Context: an optimization exercise on an open-source flow, tuned for small area. The choices shown serve that exercise and are no tape-out recipe.
Only simulation tests tie the RTL to the original design; equivalence was not proved.
Power is estimated from default activity; no workload was simulated.

==> design/flow/design.v <==
`timescale 1ns / 1ps
module display_controller(
	input clk,
	input rst,
	output hSync, vSync,
	output reg bright,
	output reg[9:0] hCount,
	output reg [9:0] vCount  
	);
	reg [1:0] pix_div;
	wire pix_en = (pix_div == 2'd3);
	always @(posedge clk, posedge rst)
		if (rst)
			pix_div <= 0;
		else
			pix_div <= pix_div + 1'b1;
	always @ (posedge clk, posedge rst)
		begin
		if (rst)
			begin
			hCount <= 0;
			vCount <= 0;
			end
		else if (pix_en)
			begin
			if (hCount < 10'd799)
				begin
				hCount <= hCount + 1;
				end
			else if (vCount < 10'd524)
				begin
				hCount <= 0;
				vCount <= vCount + 1;
				end
			else
				begin
				hCount <= 0;
				vCount <= 0;
				end
			end
		end
	assign hSync = (hCount < 96) ? 0:1;
	assign vSync = (vCount < 2) ? 0:1;
	always @(posedge clk, posedge rst)
		begin
		if (rst)
			bright <= 0;
		else if (pix_en)
			begin
			if(hCount > 10'd143 && hCount < 10'd784 && vCount > 10'd34 && vCount < 10'd516)
				bright <= 1;
			else
				bright <= 0;
			end
		end
endmodule
`timescale 1ns / 1ps
module block_controller(
    input clk,
    input move_en,  
    input rst,
    input BTNC,
    input bright,
    input [9:0] hCount, vCount,  
    output reg [11:0] rgb
    );
    localparam
        START    = 5'b00001,
        STACK    = 5'b00010,
        UPDATE   = 5'b00100,
        CHECK    = 5'b01000,
        DEBOUNCE = 5'b10000;
    wire block_fill;
    reg [1:0] left;
    reg [9:0] xposL, xposR, ypos;  
    reg [9:0] xprevL, xprevR;
    reg [1:0] first;
    reg [1:0] second;
    reg [7:0] state;
    reg [4:0] height;
    wire [11:0] difference;
    reg [9:0] stackL [0:9];  
    reg [9:0] stackR [0:9];
    integer i;
    parameter BLACK     = 12'b0000_0000_0000;
    parameter BLUE      = 12'b0000_1111_1111;
    parameter RED       = 12'b1111_0000_0000;
    parameter WHITE     = 12'b1111_1111_1111;
    assign difference = xposR - xposL;
    always@ (*) begin
        if(~bright)
            rgb = BLACK;
        else if (hCount >= xposL && hCount <= xposR && vCount <= ypos && vCount > ypos - 50)
            rgb = RED;
        else if (hCount >= stackL[0] && hCount <= stackR[0] && vCount <= 514 && vCount > 464)  
            rgb = RED;
        else if (hCount >= stackL[1] && hCount <= stackR[1] && vCount <= 464 && vCount > 414) 
            rgb = RED;
        else if (hCount >= stackL[2] && hCount <= stackR[2] && vCount <= 414 && vCount > 364)
            rgb = RED;
        else if (hCount >= stackL[3] && hCount <= stackR[3] && vCount <= 364 && vCount > 314)
            rgb = RED;
        else if (hCount >= stackL[4] && hCount <= stackR[4] && vCount <= 314 && vCount > 264)
            rgb = RED;
        else if (hCount >= stackL[5] && hCount <= stackR[5] && vCount <= 264 && vCount > 214)
            rgb = RED;
        else if (hCount >= stackL[6] && hCount <= stackR[6] && vCount <= 214 && vCount > 164)
            rgb = RED;
        else if (hCount >= stackL[7] && hCount <= stackR[7] && vCount <= 164 && vCount > 114)
            rgb = RED;
        else if (hCount >= stackL[8] && hCount <= stackR[8] && vCount <= 114 && vCount > 64)
            rgb = RED;
        else if (hCount >= stackL[9] && hCount <= stackR[9] && vCount <= 64 && vCount > 14)
            rgb = RED;
        else
            rgb = BLUE;
    end
    always@(posedge clk, posedge rst)
    begin
        if (rst)
        begin
            xposL <= 144;  
            xposR <= 244;  
            ypos <= 514;  
            left <= 1'b1;
            first <= 1'b1;
            height <= 0;
            state <= START;
            second <= 0;
            xprevL <= 0;
            xprevR <= 0;
            for (i = 0; i < 10; i=i+1)begin
                stackL[i] <= 0;
                stackR[i] <= 0;
            end
        end
        else if (move_en) begin
            case(state)
                START:
                begin
                    xposL <= 144;  
                    xposR <= 244;  
                    ypos <= 514;  
                    left <= 1'b1;
                    first <= 1'b1;
                    height <= 0;
                    second <= 0;
                    for (i = 0; i < 10; i=i+1)begin
                        stackL[i] <= 0;
                        stackR[i] <= 0;
                    end
                    if (BTNC) begin 
                        state <= DEBOUNCE;
                    end
                end
                STACK:
                begin
                    if (BTNC) begin
                        if (first == 1'b1) begin
                            first <= 1'b0;
                            xprevL <= xposL;
                            xprevR <= xposR;
                            xposL <= 144;
                            xposR <= 244;
                            height <= height + 1;
                            ypos <= ypos - 50;
                            stackL[height] <= xposL;
                            stackR[height] <= xposR;
                            left <= 1'b1;
                            second <= 1'b1;
                            state <= DEBOUNCE;
                        end
                        else begin
                            state <= DEBOUNCE;
                        end
                    end
                    else if (left == 1'b1) begin
                        xposL <= xposL - 1;
                        xposR <= xposR - 1;
                        if (xposR >= 783)
                            left <= 1'b0;
                            xposR <= xposR + 1;
                            xposL <= xposL + 1;
                    end
                    else if (left == 1'b0) begin
                        xposL <= xposL + 1;
                        xposR <= xposR + 1;
                        if (xposL <= 144)
                            left <= 1'b1;
                            xposR <= xposR - 1;
                            xposL <= xposL - 1;
                    end
                end
                DEBOUNCE:
                begin
                    if(BTNC) begin
                    end
                    else if(first)begin
                        state <= STACK;
                    end
                    else if(second)begin
                        second <= 0;
                        state <= STACK;
                    end
                    else if(!BTNC)begin
                        state <= UPDATE;
                    end
                end
                UPDATE:
                begin
                    if (xposL >= xprevR || xposR <= xprevL) begin
                        state <= START;
                    end
                    else if (xposL > xprevL) begin
                        xposR <= xprevR;
                        state <= CHECK;
                    end
                    else begin  
                        xposL <= xprevL;
                        state <= CHECK;
                    end
                end
                CHECK:
                begin
                    if ((difference < 10) || (height == 9)) begin
                        state <= START;
                    end
                    else begin
                        xprevL <= xposL;
                        xprevR <= xposR;
                        ypos <= ypos - 50;
                        xposL <= 144;
                        xposR <= 144 + difference;
                        state <= STACK;
                        left <= 1'b1;
                        stackL[height] <= xposL;
                        stackR[height] <= xposR;
                        height <= height + 1;
                    end
                end
            endcase
        end
    end
endmodule
`timescale 1ns / 1ps
module vga_top(
	input ClkPort,
	input BtnC,
	input BtnU,
	output hSync, vSync,
	output [3:0] vgaR, vgaG, vgaB,
	output MemOE, MemWR, RamCS, QuadSpiFlashCS
	);
	wire Reset;
	assign Reset=BtnU;
	wire bright;
	wire[9:0] hc, vc;
	wire [11:0] rgb;
	reg [27:0]	DIV_CLK;
	always @ (posedge ClkPort, posedge Reset)
	begin : CLOCK_DIVIDER
      if (Reset)
			DIV_CLK <= 0;
	  else
			DIV_CLK <= DIV_CLK + 1'b1;
	end
	wire move_en;
	assign move_en = (DIV_CLK[7:0] == 8'h7F);
	display_controller dc(.clk(ClkPort), .rst(Reset), .hSync(hSync), .vSync(vSync), .bright(bright), .hCount(hc), .vCount(vc));
	block_controller sc(.clk(ClkPort), .move_en(move_en), .bright(bright), .rst(BtnU), .BTNC(BtnC), .hCount(hc), .vCount(vc), .rgb(rgb));
	assign vgaR = rgb[11 : 8];
	assign vgaG = rgb[7  : 4];
	assign vgaB = rgb[3  : 0];
	assign {MemOE, MemWR, RamCS, QuadSpiFlashCS} = 4'b1111;
endmodule
==> design/flow/run.sh <==
#!/bin/bash
# synth_recipe.tcl (not shown) runs the flow's synth.tcl, then flattens the netlist and writes it again
# the make line also repeats each setting of config.mk as NAME=value (left out here)
make -C /OpenROAD-flow-scripts/flow DESIGN_CONFIG=/design/flow/config.mk WORK_HOME=/design/flow/orfs CLKGATE_MAP_FILE= SYNTH_SCRIPT=/design/flow/synth_recipe.tcl finish
==> design/flow/config.mk <==
export PLATFORM = sky130hd
export DESIGN_NAME = vga_top
export DESIGN_NICKNAME = vga_top
export VERILOG_FILES = /design/flow/design.v
export SDC_FILE = /design/flow/constraint.sdc
export NUM_CORES = 4
export LEC_CHECK = 0
export CAP_MARGIN = 20
export CORE_MARGIN = 2
export CORE_UTILIZATION = 40
export PLACE_DENSITY = 0.6
export SLEW_MARGIN = 20
==> design/flow/constraint.sdc <==
create_clock -name core_clock -period 10.0 [get_ports {ClkPort}]
set_input_delay 2.0000 -clock core_clock [delete_from_list [all_inputs] [get_ports {ClkPort}]]
set_output_delay 2.0000 -clock core_clock [all_outputs]
set_load 0.01 [all_outputs]
==> run notes <==
[layer usage]
| layer | GRT usage [%] | part of all wire, % |
|---|---|---|
| met1 | 31.08 | 45 |
| met2 | 37.37 | 46 |
| met3 | 3.187 | 5.3 |
| met4 | 9.153 | 3.4 |
| met5 | 0 | 0 |
[per-stage QoR]
step / hold WS (ps) / worst slack [ps]
after floorplan: 400.6 / 4121
after global placement: 412.2 / 3553
after detailed placement: 419.9 / 3404
after CTS: 428.0 / 2807
after global routing: 478.3 / 2539
final: 423.9 / 2841
[area by class of cell]
type	instances	area [sq um]
Sequential cell	293	7347
Fill cell	4952	28650
Timing Repair Buffer	46	405.4
Clock buffer	59	1049
Inverter	269	1013
Antenna cell	1	2.502
Clock inverter	8	93.84
Multi-Input combinational cell	1674	11790
Tap cell	680	850.8
[how the worst max path moves through the flow]
| stage | from | end | slack [ps] | cells after the start |
|---|---|---|---|---|
| 2_1_floorplan | BtnU | DIV_CLK[0] | 4120 | 1 |
| 3_3_place_gp | dc.hCount[6] | vgaB[0] | 3550 | 11 |
| 3_5_place_dp | dc.hCount[6] | vgaG[2] | 3400 | 11 |
| 4_1_cts | dc.hCount[6] | vgaG[2] | 2810 | 11 |
| 5_1_grt | dc.hCount[6] | vgaG[0] | 2540 | 11 |
| 6_report | dc.hCount[6] | vgaG[1] | 2840 | 11 |
[critical path, cell delays in order (launching register included)]
cell,delay (ps)
dfrtp_1,760
buf_4,470
ha_1,320
a21o_1,190
a2111oi_0,430
o21ai_0,150
o21ai_0,190
o22ai_1,140
nor4bb_1,520
nand4_1,330
nor2_1,430
clkdlybuf4s50_1,630
[cells in the mapped netlist (11+ instances only)]
cell / n
ha_1: 306
dfrtp_1: 281
inv_1: 269
o21ai_0: 250
nand3_1: 243
nand2_1: 114
a21oi_1: 101
nor2_1: 83
o21ai_1: 71
clkbuf_1: 58
nor3_1: 42
nand2b_1: 34
nand4_1: 34
buf_2: 32
a21o_1: 30
xnor2_1: 29
a211oi_1: 27
mux2i_1: 24
o21a_1: 23
nor2b_1: 19
buf_4: 18
a31oi_1: 16
and3_1: 16
o211ai_1: 15
a2111oi_0: 14
dfstp_2: 12
or3_1: 12
o31ai_1: 11
xor2_1: 11
[power groups by stage]
stage                     logic [mW]  clock network, mW  registers [mW]
after CTS                     0.0297               1.31            1.19
after detailed placement      0.0297                  0            1.21
after floorplan               0.0198                  0            1.21
after global routing          0.0341               1.36            1.19
final                         0.0292               1.29            1.19
after global placement        0.0293                  0            1.21
[logic make-up (layout without fill, tap and decap cells)]
kind of cell / count (synthesis) / in the layout / synth area share (%)
AND/OR/NAND/NOR: 642 / 642 / 15.61
other: 1 / 5 / 0.01812
XOR/XNOR: 40 / 40 / 1.693
buffers and inverters: 385 / 382 / 7.704
flip-flops: 293 / 293 / 35.51
adder cells (fa/ha/maj): 309 / 309 / 18.79
AO/OA/AOI/OAI: 647 / 647 / 19.07
multiplexers: 32 / 32 / 1.596
[state kept, by name (all words and copies together), names as in the netlist, 2 cells and up]
name	count
sc.stackL	100
sc.xposL	10
sc.xprevR	10
dc.hCount	10
sc.xprevL	10
DIV_CLK	8
sc.stackR	100
sc.state	5
sc.xposR	10
sc.ypos	9
dc.pix_div	2
dc.vCount	10
sc.height	5
==> flow_summary.yaml <==
pwr:
  power_density_nw_per_um2: 111.1
  leakage_nw: 9.857
  clock_power_share_pct: 51.5
  comb_power_share_pct: 1.2
  p_sw_share_pct: 22.63
  p_switching_mw: 0.5667
  vdd_drop_max_uv: 99.81
  pwr-share-seq_pct: 47.4
  power_mw: 2.504
  internal_power_mw: 1.937
synthesis:
  syn_avg_cell_area_sq_um: 8.808
  ys_warn_count: 5
  yosysSeqAreaShare_pct: 35.51
  synthTopCellsByArea: "dfrtp_1, ha_1, o21ai_0, nand3_1, inv_1"
  yosysTopAreaCellShare_pct: 33.98
  synthArstFlopShare_pct: 100.0
  synth_edf_count: 0
  synthFlopType: "dfrtp_1"
  yosysTopAreaCell: "dfrtp_1"
  syn-cell-area_sq_um: 20690
  synth-seq-cells: 293
  ys_types: 86
  syn_inst: 2349
floorplan:
  design.portCount: 21
  die_w_microns: 231.4
  rows: 83
  core_sq_um: 51200
  dieArea_sq_um: 53560
  start_util_pct: 40.41
  dieHeight_microns: 231.4
sta:
  slew_headroom_pct: 24.50
  finalMaxSlewViolations: 0
  fin_skew_ps: 30.67
  rsz0062_at_grt: "false"
  final.period_utilization_pct: 71.59
  setup_viol: 0
  fmax_mhz: 139.7
  finalHoldViolations: 0
  tns_ps: 0
  period_needed_ps: 7159
  worstMarginPinSlew_ps: 1118
layout:
  finalNetCount: 2633
  drive_gt1_share_pct: 5.109
  finalInstanceArea_sq_um: 22550
  final_common_cell: "ha_1"
  area_growth_pct: 8.968
  fin_util_pct: 44.04
  final_cell_mix: "ha_1, dfrtp_1, inv_1"
  fin_cells: 3030
global_routing:
  grt_use_total_pct: 23.07
  grt_pass1_vias: 17240
  antenna_found_initial: 0
  grt_pass1_wl_mm: 96.79
  grt.overflow.total: 0
  grt_max_degree: 83
critical_path:
  cp-start-kind: "flip-flop"
  worstRegToRegCells: 15
  worstPathRequired_ps: 8000
  reg2reg_from: "sc.xposR[0]"
  r2r_end: "sc.stackL[6][2]"
  crit_fanout: 15
  arrival_ps: 5160
  r2r_slack_ps: 5240
  criticalPathCategory: "flip-flop to output pin"
  setup.worst_path.end_class: "output pin"
clock_tree:
  cts_root_buf: "clkbuf_16"
  cts_resized: 0
  cts_tree: "yes"
  htreeDepth: 2
  path_clk_slew_ps: 50
  cts_made_buffers: 37
  clock-sinks: 293
  cts_setup_buffers: 0
  clock_latency_ps: 580
  holdBufCountCts: 0
  cts_buffer_depth: 3
status:
  outcome: "no timing/DRC/antenna violations"
drt:
  firstDrtPassIters: 5
  wire_per_inst_microns: 20.24
  drc: 0
  ant_nets: 0
  dr.first_iter.drc_count: 1493
  vias: 17600
  routed_wl_mm: 61.32
  routed_via_density: 5.809
place:
  placedCellCount: 2961
  dp_hpwl_mm: 40.67
  gp_congestion: 0.9095
  port_buffers: 16
  dpl-instance-area_sq_um: 21370
min_path:
  min_to: "dc.pix_div[0]"
  hp-start: "dc.pix_div[0]"
  hp-class: "flip-flop to flip-flop"
  hold_path_depth: 1
flow_run:
  drv_cap: 0

==> separate check: timing with driven ports <==
In the flow no input, the clock included, has a driving cell. The finished layout below was timed again as built, in two steps.
Step 1, drivers: a clkbuf_16 drives ClkPort and a buf_2 each remaining input, both assumed.
Step 2, shift: input delay + t, output delay - t, t = (earliest + latest rising clock arrival at the registers) / 2. This alone moves slack from input paths to output paths.
a / b / c = ideal ports / drivers / drivers and shift; a / b = the first two.
t (ns): 0.623
slack for setup (ns): 2.841 / 2.778 / 3.401
worst setup path after step 2: register to output
worst register clock-pin slew, ns: 0.06 / 0.06
After both steps setup and hold are still met in this run. The setup slack of this run moves by -0.063 ns with the drivers and by +0.560 ns with both steps.
